Background: an optimization exercise with open tools, aiming at small area and a short achievable clock period. Do not read the settings as production practice.
Only simulation tests tie the RTL to the original design; equivalence was not proved.

==> yarrow <==
Design mips32_pipeline, start of the top module:
module mips32_pipeline #(parameter WIDTH = 32, REGBITS = 5) (
	input			clk, reset,
	input [WIDTH-1:0] 	imem_data,
	input			imem_ready,
	output [WIDTH-1:0] 	imem_addr,
	input [WIDTH-1:0] 	dmem_rdata,
	output			dmem_we,
	output [WIDTH-1:0] 	dmem_addr,
	output [WIDTH-1:0] 	dmem_wdata,
	output [31:0]		cycle_count,
	output [31:0]		inst_count,
	output [31:0]		branch_predict_correct,
	output [31:0]		branch_predict_total
);
export LEC_CHECK = 0
export CAP_MARGIN = 20
export CORE_MARGIN = 2
export CORE_UTILIZATION = 30
export CTS_BUF_LIST = sky130_fd_sc_hd__clkbuf_8
export SLEW_MARGIN = 20
create_clock -name core_clock -period 95.0 [get_ports {clk}]
standard.sh (not shown) runs the stock make flow with config.mk's settings and CLKGATE_MAP_FILE= SYNTH_SCRIPT=/design/flow/synth_recipe.tcl, a recipe that flattens the netlist after the stock synthesis.
==> flow/flow/run.sh <==
#!/bin/bash
# Standard layout, with plain buffers (buf_4) on the ports instead of the
# delay buffer that buffer_ports picks by default.
set -o pipefail
cp standard.sh standard_sh_copy.log
export BUFFER_PORTS_ARGS="-buffer_cell sky130_fd_sc_hd__buf_4"
bash standard.sh > standard.log 2>&1
==> raven (differences from yarrow) <==
--- a/flow/design.v
+++ b/flow/design.v
@@ -7,19 +7,17 @@
 	output			dmem_we,
 	output [WIDTH-1:0] 	dmem_addr,
 	output [WIDTH-1:0] 	dmem_wdata,
 	output [31:0]		cycle_count,
 	output [31:0]		inst_count,
 	output [31:0]		branch_predict_correct,
 	output [31:0]		branch_predict_total
 );
-reg [31:0] pc;                
-reg [31:0] pc_n;              
-wire [31:0] pcv = ~pc_n;
+reg [31:0] pc;
 reg [31:0] ifid_pc;
 reg [31:0] ifid_instr;
 reg        ifid_valid;
 reg        ifid_pt;           
 reg [1:0]  ifid_cnt;          
 reg [31:0] idex_pc;
 reg [31:0] idex_rd1, idex_rd2;
 reg [25:0] idex_ins;          
@@ -29,19 +27,17 @@
 reg [3:0]  idex_alucont;
 reg        idex_branch, idex_jump, idex_jr, idex_jal;
 reg        idex_valid;
 reg        idex_pt;
 reg [1:0]  idex_cnt;
 reg        idex_multiply, idex_divide;
 reg        idex_bne;
 reg        idex_lui;
-reg [31:0] exmem_aluresult;   
-reg [31:0] exmem_alu_n;       
-wire [31:0] exmem_alu = ~exmem_alu_n;
+reg [31:0] exmem_aluresult;
 reg [31:0] exmem_writedata;
 reg [4:0]  exmem_writereg;
 reg        exmem_rw;          
 reg        exmem_memtoreg;
 reg        exmem_we;          
 reg        exmem_valid;
 reg        exmem_isbr;        
 reg        exmem_tk;          
@@ -138,18 +134,18 @@
                 ((idex_rt_w == ra1) || (idex_rt_w == ra2));
 wire id_uses_hilo = mfhi || mflo || multiply || divide;
 wire stall = load_use ||
              (((idex_multiply || idex_divide) || mult_busy || div_busy) && id_uses_hilo);
 wire fa_ex = exmem_rw && (exmem_writereg == idex_rs_w);
 wire fa_wb = memwb_rw && (memwb_writereg == idex_rs_w);
 wire fb_ex = exmem_rw && (exmem_writereg == idex_rt_w);
 wire fb_wb = memwb_rw && (memwb_writereg == idex_rt_w);
-wire [31:0] fwd1 = fa_ex ? exmem_alu : fa_wb ? write_data : idex_rd1;
-wire [31:0] fwd2 = fb_ex ? exmem_alu : fb_wb ? write_data : idex_rd2;
+wire [31:0] fwd1 = fa_ex ? exmem_aluresult : fa_wb ? write_data : idex_rd1;
+wire [31:0] fwd2 = fb_ex ? exmem_aluresult : fb_wb ? write_data : idex_rd2;
 wire [31:0] a = fwd1;
 wire [31:0] b = idex_alusrc ? idex_imm : fwd2;
 wire        sub = idex_alucont[2];
 wire [31:0] sum;
 rca #(32) alu_add(.a(a), .b(sub ? ~b : b), .ci(sub), .s(sum));
 wire        sh_left = (idex_alucont[1:0] == 2'b00);
 wire        sh_fill = (idex_alucont[1:0] == 2'b10) & b[31];
 reg  [31:0] b_rev, sh_out_rev;
@@ -191,17 +187,17 @@
 rca #(30) bt_add(.a(idex_pc4[31:2]), .b(idex_imm[29:0]), .ci(1'b0), .s(branch_target[31:2]));
 assign branch_target[1:0] = idex_pc[1:0];
 wire [31:0] jump_target = {idex_pc4[31:28], idex_ins, 2'b00};
 wire jal_v = idex_jal && idex_valid;
 wire [4:0]  write_reg = jal_v ? 5'd31 : (idex_regdst ? idex_rd_w : idex_rt_w);
 wire [31:0] alu_result_final = jal_v ? idex_pc4 : alu_result;
 wire jump_flush = (idex_jump || idex_jr) && idex_valid;
 wire flush = branch_taken_ex || jump_flush;
-wire [9:0] pidx = pcv[11:2];
+wire [9:0] pidx = pc[11:2];
 wire [9:0] ifid_idx = ifid_pc[11:2];
 wire [9:0] idex_idx = idex_pc[11:2];
 wire [31:0] bp_csel = 32'd1 << pidx[4:0];
 wire [31:0] bp_rsel = 32'd1 << pidx[9:5];
 reg  [63:0] bp_row;
 reg  [1:0]  bp_rd;
 integer q, q2;
 always @(*) begin
@@ -229,41 +225,43 @@
 		reg [1:0] c;
 		always @(posedge clk)
 			if (bp_wa[g % 32] & bp_wb[g / 32])
 				c <= bp_wd;
 		assign bp[2*g +: 2] = c;
 	end
 endgenerate
 wire [31:0] pc_plus4;
-inc #(30) pc_inc(.a(pcv[31:2]), .s(pc_plus4[31:2]));
-assign pc_plus4[1:0] = pcv[1:0];
-wire        pc_en = reset || flush || (!stall && imem_ready);
-wire [31:0] pc_d  = reset ? 32'd0 :
-                    branch_taken_ex ? branch_target :
-                    (idex_jr && idex_valid) ? fwd1 :
-                    (idex_jump && idex_valid) ? jump_target :
-                    pc_plus4;
-always @(posedge clk)
-	if (pc_en) begin
-		pc <= pc_d;
-		pc_n <= ~pc_d;
-	end
+inc #(30) pc_inc(.a(pc[31:2]), .s(pc_plus4[31:2]));
+assign pc_plus4[1:0] = pc[1:0];
+wire        fetch_br = (imem_data[31:26] == 6'b000100) || (imem_data[31:26] == 6'b000101);
+always @(posedge clk) begin
+	if (reset)
+		pc <= 0;
+	else if (branch_taken_ex)
+		pc <= branch_target;
+	else if (idex_jr && idex_valid)
+		pc <= fwd1;
+	else if (idex_jump && idex_valid)
+		pc <= jump_target;
+	else if (!stall && imem_ready)
+		pc <= pc_plus4;
+end
 always @(posedge clk) begin
 	if (reset || flush) begin
 		ifid_instr <= 0;
 		ifid_valid <= 0;
 		ifid_pt <= 0;
 	end else if (!stall) begin
 		ifid_instr <= imem_ready ? imem_data : 32'd0;
 		ifid_valid <= imem_ready;
-		ifid_pt <= bp_rd_e[1];    
+		ifid_pt <= imem_ready & fetch_br & bp_rd_e[1];
 	end
 	if (!stall) begin
-		ifid_pc <= pcv;
+		ifid_pc <= pc;
 		ifid_cnt <= fetch_cnt;
 	end else
 		ifid_cnt <= ifid_cnt_c;
 end
 always @(posedge clk) begin
 	idex_pc <= ifid_pc;
 	idex_cnt <= ifid_cnt_c;
 	if (reset || flush) begin
@@ -327,37 +325,35 @@
 	exmem_writereg <= write_reg;
 	exmem_memtoreg <= idex_memtoreg;
 	exmem_tk <= br_cond;
 	exmem_pt <= idex_pt;
 	exmem_idx <= idex_idx;
 	exmem_cnt <= idex_cnt_c;
 	if (reset) begin
 		exmem_aluresult <= 0;
-		exmem_alu_n <= 32'hffffffff;
 		exmem_writedata <= 0;
 		exmem_rw <= 0;
 		exmem_we <= 0;
 		exmem_valid <= 0;
 		exmem_isbr <= 0;
 	end else begin
 		exmem_aluresult <= alu_result_final;
-		exmem_alu_n <= ~alu_result_final;
 		exmem_writedata <= fwd2;
 		exmem_rw <= idex_regwrite && idex_valid && (write_reg != 0);
 		exmem_we <= idex_memwrite && idex_valid;
 		exmem_valid <= idex_valid;
 		exmem_isbr <= idex_branch && idex_valid;
 	end
 end
 assign dmem_we = exmem_we;
 assign dmem_addr = exmem_aluresult;
 assign dmem_wdata = exmem_writedata;
 always @(posedge clk) begin
-	memwb_wdata <= exmem_memtoreg ? dmem_rdata : exmem_alu;
+	memwb_wdata <= exmem_memtoreg ? dmem_rdata : exmem_aluresult;
 	memwb_writereg <= exmem_writereg;
 	if (reset) begin
 		memwb_rw <= 0;
 		memwb_valid <= 0;
 	end else begin
 		memwb_rw <= exmem_rw;
 		memwb_valid <= exmem_valid;
 	end
==> flow/run.sh (new file) <==
#!/bin/bash
# synth_recipe.tcl (not shown) runs the flow's synth.tcl, then flattens the netlist and writes it again
# the make line also repeats each setting of config.mk as NAME=value (left out here)
make -C /OpenROAD-flow-scripts/flow DESIGN_CONFIG=/design/flow/config.mk WORK_HOME=/design/flow/orfs CLKGATE_MAP_FILE= SYNTH_SCRIPT=/design/flow/synth_recipe.tcl finish
CTS_BUF_LIST = default   (was sky130_fd_sc_hd__clkbuf_8)
removed: flow/flow/run.sh
removed: flow/standard.sh
==> notes.md <==
Outcome
The flow ran to the end and the layout has no timing, DRC or antenna violations.

Logic synthesis
In this run, synthesis produced a sequential element count of 3,653.

Global routing
For met3 alone, demand over resource in global routing was 6.915%. The via count of the first global-routing pass is 121,700.

Worst setup path
Of all nets on the critical path, the largest fanout is 20.
The numbers above come from raven.

==> notes.md <==
Outcome
The flow ran to the end and the layout has no timing, DRC or antenna violations.

Global routing
The via count of the first global-routing pass is 125,000. The global-route track usage on met3 is 7.944%.

Worst setup path
The maximum fanout along the worst path is 64.

Logic synthesis
The post-synthesis register bit count is 3,717.

Timing
In the post-route analysis, the smallest setup slack over all paths is 72,780 ps.
The numbers above come from yarrow.

## afterwards: timing with drivers on the ports
Ports are ideal in the flow. The routed layouts listed here were re-timed in OpenROAD. Step 1 assumes that a clkbuf_16 drives the clock port and a buf_2 every other input. Step 2, shift: input delay + t, output delay - t, t = (earliest + latest rising clock arrival at the registers) / 2. This alone moves slack from input paths to output paths. Three values: no drivers, after step 1, after step 2; two values: the first two.
run | shift t [ns] | setup WS [ns] | hold WS [ns] | worst register clock-pin slew, ns | cell pins on the clock port's net
yarrow | 1.383 | 72.781 / 72.781 / 72.781 | 0.334 / 0.334 / 0.334 | 0.08 / 0.08 | 1
raven | 1.098 | 73.059 / 72.946 / 73.223 | 0.340 / 0.340 / 0.340 | 0.08 / 0.08 | 1
After both steps setup and hold are still met in every run listed.
